Context: an optimization exercise on an open-source flow, tuned for small area and a short achievable clock period. The choices shown serve that exercise and are no tape-out recipe. Power figures rest on the tool's default switching activity, not on a simulated workload.

==> try-harbor: inputs <==
==> flow/design.v <==
`timescale 1 ns / 1 ps
module ModulatorFrontEnd(
	input SYMBOL_CLK,
	input RST,
	input [15:0] SUBCARRIER_INDEX,
	input [3:0] ALLOCATED_BIT_NUM,
	input [9:0] PARALLEL_BIT_IN,
	input PARALLEL_BIT_IN_VALID,
	output [27:0] DATA_OUT_RE,
	output [27:0] DATA_OUT_IM,
	output [15:0] DATA_OUT_INDEX,
	output DATA_OUT_VALID,
	output [27:0] DATA_OUT_RE_HER,
	output [27:0] DATA_OUT_IM_HER,
	output [15:0] DATA_OUT_INDEX_HER,
	output DATA_OUT_VALID_HER
);
reg [15:0] ix;
reg [3:0] nbx;
reg [9:2] bx;
reg vx;
always @(posedge SYMBOL_CLK) begin
	ix <= SUBCARRIER_INDEX;
	nbx <= ALLOCATED_BIT_NUM;
	bx <= PARALLEL_BIT_IN[9:2];
	vx <= PARALLEL_BIT_IN_VALID & ~RST;
end
wire [5:0] sl = ix[5:0];
wire en = ~|ix[15:6] & (sl[5] ? (sl[4] ? (sl[3] ? 1'b0 : (sl[2] ? 1'b0 : (sl[1] ? 1'b0 : 1'b1))) : 1'b1) : (sl[4] ? 1'b1 : (sl[3] ? 1'b1 : (sl[2] ? 1'b1 : (sl[1] ? (sl[0] ? 1'b1 : 1'b0) : 1'b0)))));
wire [3:0] nb = nbx;
wire [8:1] D;
assign D[1] = (nb == 4'd1);
assign D[2] = (nb == 4'd2);
assign D[3] = (nb == 4'd3);
assign D[4] = (nb == 4'd4);
assign D[5] = (nb == 4'd5);
assign D[6] = (nb == 4'd6);
assign D[7] = (nb == 4'd7);
assign D[8] = (nb == 4'd8);
wire s_re = ({1{D[1]}} & ~bx[9]) |
		({1{D[2]}} & ~bx[9]) |
		({1{D[3]}} & ~bx[9]) |
		({1{D[4]}} & ~bx[9]) |
		({1{D[5]}} & ~bx[9]) |
		({1{D[6]}} & ~bx[9]) |
		({1{D[7]}} & ~bx[9]) |
		({1{D[8]}} & ~bx[9]);
wire [12:0] m_re = en ? (({13{D[1]}} & 13'd4096) |
		({13{D[2]}} & 13'd2896) |
		({13{D[3]}} & (bx[8] ? 13'd1672 : 13'd5017)) |
		({13{D[4]}} & (bx[8] ? 13'd1295 : 13'd3886)) |
		({13{D[5]}} & (bx[8] ? (bx[7] ? 13'd2748 : 13'd916) : (bx[7] ? 13'd4579 : (bx[5] ? 13'd916 : 13'd2748)))) |
		({13{D[6]}} & (bx[8] ? (bx[7] ? 13'd1896 : 13'd632) : (bx[7] ? 13'd3160 : 13'd4424))) |
		({13{D[7]}} & (bx[8] ? (bx[7] ? (bx[6] ? 13'd2262 : 13'd3166) : (bx[6] ? 13'd1357 : 13'd452)) : (bx[7] ? (bx[6] ? 13'd4976 : 13'd4071) : (bx[6] ? (bx[4] ? 13'd1357 : 13'd2262) : (bx[4] ? 13'd452 : 13'd3166))))) |
		({13{D[8]}} & (bx[8] ? (bx[7] ? (bx[6] ? 13'd1571 : 13'd2199) : (bx[6] ? 13'd942 : 13'd314)) : (bx[7] ? (bx[6] ? 13'd3456 : 13'd2827) : (bx[6] ? 13'd4084 : 13'd4712))))) : 13'd0;
wire [12:0] l_re = en ? (({13{D[2]}} & 13'd8160) |
		({13{D[3]}} & (bx[8] ? 13'd8176 : 13'd8190)) |
		({13{D[4]}} & (bx[8] ? 13'd8190 : 13'd8188)) |
		({13{D[5]}} & (bx[8] ? 13'd8184 : (bx[7] ? 13'd8190 : 13'd8184))) |
		({13{D[6]}} & 13'd8176) |
		({13{D[7]}} & (bx[8] ? (bx[7] ? 13'd8188 : (bx[6] ? 13'd8190 : 13'd8184)) : (bx[7] ? (bx[6] ? 13'd8160 : 13'd8190) : (bx[6] ? (bx[4] ? 13'd8190 : 13'd8188) : (bx[4] ? 13'd8184 : 13'd8188))))) |
		({13{D[8]}} & (bx[8] ? (bx[7] ? 13'd8190 : 13'd8188) : (bx[7] ? (bx[6] ? 13'd7936 : 13'd8190) : (bx[6] ? 13'd8184 : 13'd8176))))) : 13'd0;
wire nz_re = l_re[12] | m_re[12];
wire [13:0] p_re = {s_re & nz_re, m_re ^ ({13{s_re}} & l_re)};
wire [13:0] n_re = {~s_re & nz_re, m_re ^ ({13{~s_re}} & l_re)};
wire s_im = ({1{D[2]}} & bx[8]) |
		({1{D[3]}} & bx[7]) |
		({1{D[4]}} & bx[7]) |
		({1{D[5]}} & bx[6]) |
		({1{D[6]}} & bx[6]) |
		({1{D[7]}} & bx[5]) |
		({1{D[8]}} & bx[5]);
wire [12:0] m_im = en ? (({13{D[2]}} & 13'd2896) |
		({13{D[3]}} & 13'd1672) |
		({13{D[4]}} & (bx[6] ? 13'd1295 : 13'd3886)) |
		({13{D[5]}} & (bx[8] ? (bx[5] ? 13'd916 : 13'd2748) : (bx[7] ? (bx[5] ? 13'd916 : 13'd2748) : 13'd4579))) |
		({13{D[6]}} & (bx[5] ? (bx[4] ? 13'd1896 : 13'd632) : (bx[4] ? 13'd3160 : 13'd4424))) |
		({13{D[7]}} & (bx[8] ? (bx[4] ? (bx[3] ? 13'd1357 : 13'd452) : (bx[3] ? 13'd2262 : 13'd3166)) : (bx[7] ? (bx[4] ? (bx[3] ? 13'd1357 : 13'd452) : (bx[3] ? 13'd2262 : 13'd3166)) : (bx[3] ? 13'd4976 : 13'd4071)))) |
		({13{D[8]}} & (bx[4] ? (bx[3] ? (bx[2] ? 13'd1571 : 13'd2199) : (bx[2] ? 13'd942 : 13'd314)) : (bx[3] ? (bx[2] ? 13'd3456 : 13'd2827) : (bx[2] ? 13'd4084 : 13'd4712))))) : 13'd0;
wire [12:0] l_im = en ? (({13{D[2]}} & 13'd8160) |
		({13{D[3]}} & 13'd8176) |
		({13{D[4]}} & (bx[6] ? 13'd8190 : 13'd8188)) |
		({13{D[5]}} & (bx[8] ? 13'd8184 : (bx[7] ? 13'd8184 : 13'd8190))) |
		({13{D[6]}} & 13'd8176) |
		({13{D[7]}} & (bx[8] ? (bx[4] ? (bx[3] ? 13'd8190 : 13'd8184) : 13'd8188) : (bx[7] ? (bx[4] ? (bx[3] ? 13'd8190 : 13'd8184) : 13'd8188) : (bx[3] ? 13'd8160 : 13'd8190)))) |
		({13{D[8]}} & (bx[4] ? (bx[3] ? 13'd8190 : 13'd8188) : (bx[3] ? (bx[2] ? 13'd7936 : 13'd8190) : (bx[2] ? 13'd8184 : 13'd8176))))) : 13'd0;
wire nz_im = l_im[12] | m_im[12];
wire [13:0] p_im = {s_im & nz_im, m_im ^ ({13{s_im}} & l_im)};
wire [13:0] n_im = {~s_im & nz_im, m_im ^ ({13{~s_im}} & l_im)};
wire [13:0] pe_re = p_re;
wire [13:0] pe_im = p_im;
wire [13:0] ne_im = n_im;
reg [13:0] q_re, q_im, q_imn;
reg [15:0] q_index;
reg q_valid;
always @(posedge SYMBOL_CLK) begin
	q_re <= pe_re;
	q_im <= pe_im;
	q_imn <= ne_im;
	q_index <= ix;
	q_valid <= vx & ~RST;
end
assign DATA_OUT_RE = {{2{q_re[13]}}, q_re, 12'd0};
assign DATA_OUT_IM = {{2{q_im[13]}}, q_im, 12'd0};
assign DATA_OUT_RE_HER = {{2{q_re[13]}}, q_re, 12'd0};
assign DATA_OUT_IM_HER = {{2{q_imn[13]}}, q_imn, 12'd0};
assign DATA_OUT_INDEX = q_index;
assign DATA_OUT_INDEX_HER = q_index;
assign DATA_OUT_VALID = q_valid;
assign DATA_OUT_VALID_HER = q_valid;
endmodule
==> flow/flow/run.sh <==
#!/bin/bash
# Own flow: synthesis with Yosys and the ABC script flow/synth.abc, then the standard flow's
# standard ORFS layout of that netlist. flow/tie_buffers.tcl replaces the
# flow's port buffering: buf_2 on each input, buf_1 on each output, and the
# constant outputs share one tie cell with a buf_1 of their own each (instead
# of a tie cell each). Timing repair only resizes gates and swaps pins
# (SETUP_MOVE_SEQUENCE), so a setup margin adds no buffers. Registers are
# named after the wires they drive, as the standard synthesis names them.
set -euo pipefail
W=$(pwd)
LIB=$FLOW_HOME/platforms/$FLOW_PLATFORM/lib/sky130_fd_sc_hd__tt_025C_1v80.lib
DU=$(cat "$W/flow/dont_use.txt" | sed "s/^/-dont_use /" | tr "\n" " ")
yosys -l "$W/own_synth.log" -p "read_verilog -defer $FLOW_DESIGN; hierarchy -top $FLOW_TOP; \
  synth -flatten -nofsm -noshare -top $FLOW_TOP; rename -wire; opt -purge; \
  dfflibmap -liberty $LIB $DU; opt; \
  abc -script $W/flow/synth.abc -liberty $LIB $DU; opt_clean -purge; \
  hilomap -singleton -hicell sky130_fd_sc_hd__conb_1 HI -locell sky130_fd_sc_hd__conb_1 LO; \
  splitnets; opt_clean -purge; rename -hide w:*\$func\$*; stat -liberty $LIB; \
  write_verilog -noattr -nohex -nodec $W/own_synth.v" > /dev/null
bash standard.sh SYNTH_NETLIST_FILES="$W/own_synth.v" \
  DONT_BUFFER_PORTS=1 \
  SETUP_MOVE_SEQUENCE=sizeup,swap SKIP_REPAIR_TIE_FANOUT=1 PRE_GLOBAL_PLACE_TCL="$W/flow/tie_buffers.tcl" \
  finish > "$W/standard.log" 2>&1
==> flow/flow/dont_use.txt <==
sky130_fd_sc_hd__probe_p_8
sky130_fd_sc_hd__probec_p_8
sky130_fd_sc_hd__lpflow_bleeder_1
sky130_fd_sc_hd__lpflow_clkbufkapwr_1
sky130_fd_sc_hd__lpflow_clkbufkapwr_16
sky130_fd_sc_hd__lpflow_clkbufkapwr_2
sky130_fd_sc_hd__lpflow_clkbufkapwr_4
sky130_fd_sc_hd__lpflow_clkbufkapwr_8
sky130_fd_sc_hd__lpflow_clkinvkapwr_1
sky130_fd_sc_hd__lpflow_clkinvkapwr_16
sky130_fd_sc_hd__lpflow_clkinvkapwr_2
sky130_fd_sc_hd__lpflow_clkinvkapwr_4
sky130_fd_sc_hd__lpflow_clkinvkapwr_8
sky130_fd_sc_hd__lpflow_decapkapwr_12
sky130_fd_sc_hd__lpflow_decapkapwr_3
sky130_fd_sc_hd__lpflow_decapkapwr_4
sky130_fd_sc_hd__lpflow_decapkapwr_6
sky130_fd_sc_hd__lpflow_decapkapwr_8
sky130_fd_sc_hd__lpflow_inputiso0n_1
sky130_fd_sc_hd__lpflow_inputiso0p_1
sky130_fd_sc_hd__lpflow_inputiso1n_1
sky130_fd_sc_hd__lpflow_inputiso1p_1
sky130_fd_sc_hd__lpflow_inputisolatch_1
sky130_fd_sc_hd__lpflow_isobufsrc_1
sky130_fd_sc_hd__lpflow_isobufsrc_16
sky130_fd_sc_hd__lpflow_isobufsrc_2
sky130_fd_sc_hd__lpflow_isobufsrc_4
sky130_fd_sc_hd__lpflow_isobufsrc_8
sky130_fd_sc_hd__lpflow_isobufsrckapwr_16
sky130_fd_sc_hd__lpflow_lsbuf_lh_hl_isowell_tap_1
sky130_fd_sc_hd__lpflow_lsbuf_lh_hl_isowell_tap_2
sky130_fd_sc_hd__lpflow_lsbuf_lh_hl_isowell_tap_4
sky130_fd_sc_hd__lpflow_lsbuf_lh_isowell_4
sky130_fd_sc_hd__lpflow_lsbuf_lh_isowell_tap_1
sky130_fd_sc_hd__lpflow_lsbuf_lh_isowell_tap_2
sky130_fd_sc_hd__lpflow_lsbuf_lh_isowell_tap_4
sky130_fd_sc_hd__fill_1
sky130_fd_sc_hd__fill_2
sky130_fd_sc_hd__fill_4
sky130_fd_sc_hd__fill_8
==> flow/flow/synth.abc <==
strash
dch
map -a
topo
buffer -p
upsize
dnsize
==> flow/flow/tie_buffers.tcl <==
# Give each output port that carries a constant its own buf_1, driven by the
# design's tie cell, so that every output port has a buffer (buffer_ports
# skips ports driven by tie cells).
set block [ord::get_db_block]
set master [[ord::get_db] findMaster sky130_fd_sc_hd__buf_1]
set count 0
foreach bterm [$block getBTerms] {
  if { [$bterm getIoType] != "OUTPUT" } { continue }
  set net [$bterm getNet]
  if { $net == "NULL" } { continue }
  set tie 0
  foreach it [$net getITerms] {
    if { [$it isOutputSignal] && [[[$it getInst] getMaster] getName] == "sky130_fd_sc_hd__conb_1" } {
      set tie 1
    }
  }
  if { !$tie } { continue }
  set inst [odb::dbInst_create $block $master "tie_obuf_$count"]
  set onet [odb::dbNet_create $block "tie_onet_$count"]
  $bterm disconnect
  $bterm connect $onet
  [$inst findITerm A] connect $net
  [$inst findITerm X] connect $onet
  incr count
}
puts "Inserted $count buffers on constant output ports."

# Port buffers (in place of the flow's own buffer_ports): buf_2 on the inputs,
# which fan out widely, and buf_1 on the outputs.
buffer_ports -inputs -buffer_cell sky130_fd_sc_hd__buf_2
buffer_ports -outputs -buffer_cell sky130_fd_sc_hd__buf_1
==> flow/standard.sh <==
#!/bin/bash
# synth_recipe.tcl (not shown) runs the flow's synth.tcl, then flattens the netlist and writes it again
# the make line also repeats each setting of config.mk as NAME=value (left out here)
make -C /OpenROAD-flow-scripts/flow DESIGN_CONFIG=/design/flow/config.mk WORK_HOME=/design/flow/orfs CLKGATE_MAP_FILE= SYNTH_SCRIPT=/design/flow/synth_recipe.tcl "${@:-finish}"
==> flow/config.mk <==
export PLATFORM = sky130hd
export DESIGN_NAME = ModulatorFrontEnd
export DESIGN_NICKNAME = ModulatorFrontEnd
export VERILOG_FILES = /design/flow/design.v
export SDC_FILE = /design/flow/constraint.sdc
export NUM_CORES = 4
export LEC_CHECK = 0
export CAP_MARGIN = 20
export CORE_MARGIN = 2
export CORE_UTILIZATION = 25
export GPL_TIMING_DRIVEN = 0
export SETUP_SLACK_MARGIN = 2.4
export SLEW_MARGIN = 20
export TNS_END_PERCENT = 100
==> flow/constraint.sdc <==
create_clock -name core_clock -period 4.5 [get_ports {SYMBOL_CLK}]
set_input_delay 0.9000 -clock core_clock [delete_from_list [all_inputs] [get_ports {SYMBOL_CLK}]]
set_output_delay 0.9000 -clock core_clock [all_outputs]
set_load 0.01 [all_outputs]
==> try-umber (differences from try-harbor) <==
--- a/flow/design.v
+++ b/flow/design.v
@@ -15,16 +15,10 @@
 	output [15:0] DATA_OUT_INDEX_HER,
 	output DATA_OUT_VALID_HER
 );
-reg [15:0] ix;
-reg [3:0] nbx;
-reg [9:2] bx;
-reg vx;
-always @(posedge SYMBOL_CLK) begin
-	ix <= SUBCARRIER_INDEX;
-	nbx <= ALLOCATED_BIT_NUM;
-	bx <= PARALLEL_BIT_IN[9:2];
-	vx <= PARALLEL_BIT_IN_VALID & ~RST;
-end
+wire [15:0] ix = SUBCARRIER_INDEX;
+wire [3:0] nbx = ALLOCATED_BIT_NUM;
+wire [9:2] bx = PARALLEL_BIT_IN[9:2];
+wire vx = PARALLEL_BIT_IN_VALID;
 wire [5:0] sl = ix[5:0];
 wire en = ~|ix[15:6] & (sl[5] ? (sl[4] ? (sl[3] ? 1'b0 : (sl[2] ? 1'b0 : (sl[1] ? 1'b0 : 1'b1))) : 1'b1) : (sl[4] ? 1'b1 : (sl[3] ? 1'b1 : (sl[2] ? 1'b1 : (sl[1] ? (sl[0] ? 1'b1 : 1'b0) : 1'b0)))));
 wire [3:0] nb = nbx;
SETUP_SLACK_MARGIN = 1.8   (was 2.4)
==> try-garnet (differences from try-harbor) <==
--- a/flow/design.v
+++ b/flow/design.v
@@ -15,16 +15,10 @@
 	output [15:0] DATA_OUT_INDEX_HER,
 	output DATA_OUT_VALID_HER
 );
-reg [15:0] ix;
-reg [3:0] nbx;
-reg [9:2] bx;
-reg vx;
-always @(posedge SYMBOL_CLK) begin
-	ix <= SUBCARRIER_INDEX;
-	nbx <= ALLOCATED_BIT_NUM;
-	bx <= PARALLEL_BIT_IN[9:2];
-	vx <= PARALLEL_BIT_IN_VALID & ~RST;
-end
+wire [15:0] ix = SUBCARRIER_INDEX;
+wire [3:0] nbx = ALLOCATED_BIT_NUM;
+wire [9:2] bx = PARALLEL_BIT_IN[9:2];
+wire vx = PARALLEL_BIT_IN_VALID;
 wire [5:0] sl = ix[5:0];
 wire en = ~|ix[15:6] & (sl[5] ? (sl[4] ? (sl[3] ? 1'b0 : (sl[2] ? 1'b0 : (sl[1] ? 1'b0 : 1'b1))) : 1'b1) : (sl[4] ? 1'b1 : (sl[3] ? 1'b1 : (sl[2] ? 1'b1 : (sl[1] ? (sl[0] ? 1'b1 : 1'b0) : 1'b0)))));
 wire [3:0] nb = nbx;
SETUP_SLACK_MARGIN = 2.2   (was 2.4)
==> results.txt <==
Sequential share of layout area, highest first: try-harbor, try-umber, try-garnet.
In try-umber the critical path depth is higher than in try-garnet, by 1.
Against try-umber, the first-iteration DRC count of try-garnet is lower by 6.4%.
Against try-harbor, the total power of try-umber is lower by about 16%.
==> figures <==
| quantity | try-garnet | try-umber | try-harbor |
|---|---|---|---|
| Seq. cell area | 1160 sq um | 1160 sq um | 1760 sq um |
| Peak per-stage delay on the critical path | 0.32 ns | 0.38 ns | 0.39 ns |
| Register clock-pin slew on the reported worst setup and hold paths | 0.05 ns | 0.05 ns | 0.07 ns |
| Seq_cells | 58 | 58 | 87 |
| Largest cell class | multi-input combinational cells | multi-input combinational cells | registers |
| Number of search-and-repair iterations in the first detailed-routing pass | 5 | 5 | 6 |
| Amount of wire on met2 after detailed routing | 5.28 mm | 5.22 mm | 4.62 mm |
| Wire length on met3 | 963 um | 881 um | 1.28 mm |
| Drt total wl | 11.2 mm | 11.0 mm | 10.8 mm |
| Outcome | finished clean | finished clean | finished clean |
No functional check of the RTL was part of any run of this note.

afterwards: timing with drivers on the ports:
In the flow no input, the clock included, has a driving cell. The finished layouts below were timed again as built, in two steps.
Step 1 assumes that a clkbuf_16 drives the clock port and a buf_2 every other input.
Step 2 moves the port delays by t, midway between the first and last clock arrival at a register: inputs arrive t later, outputs are due t later. That takes back most of the time a late clock gives input paths.
Three values: ideal, step 1, step 2; two values: the first two.
run	t (ns)	slack for setup (ns)	worst hold slack (ns)	worst setup path after step 2	worst slew at a driven data input, ns
try-harbor	0.380	2.413 / 2.413 / 2.413	0.349 / 0.349 / 0.349	register to register	0.04
try-umber	0.362	1.928 / 1.940 / 1.577	0.694 / 0.677 / 1.040	input to register	0.05
try-garnet	0.359	2.187 / 2.201 / 1.842	0.695 / 0.679 / 1.038	input to register	0.06
After both steps setup and hold are still met in every run listed. For try-umber, which loses most, drivers alone change the setup slack by +0.012 ns; drivers and shift together by -0.351 ns.
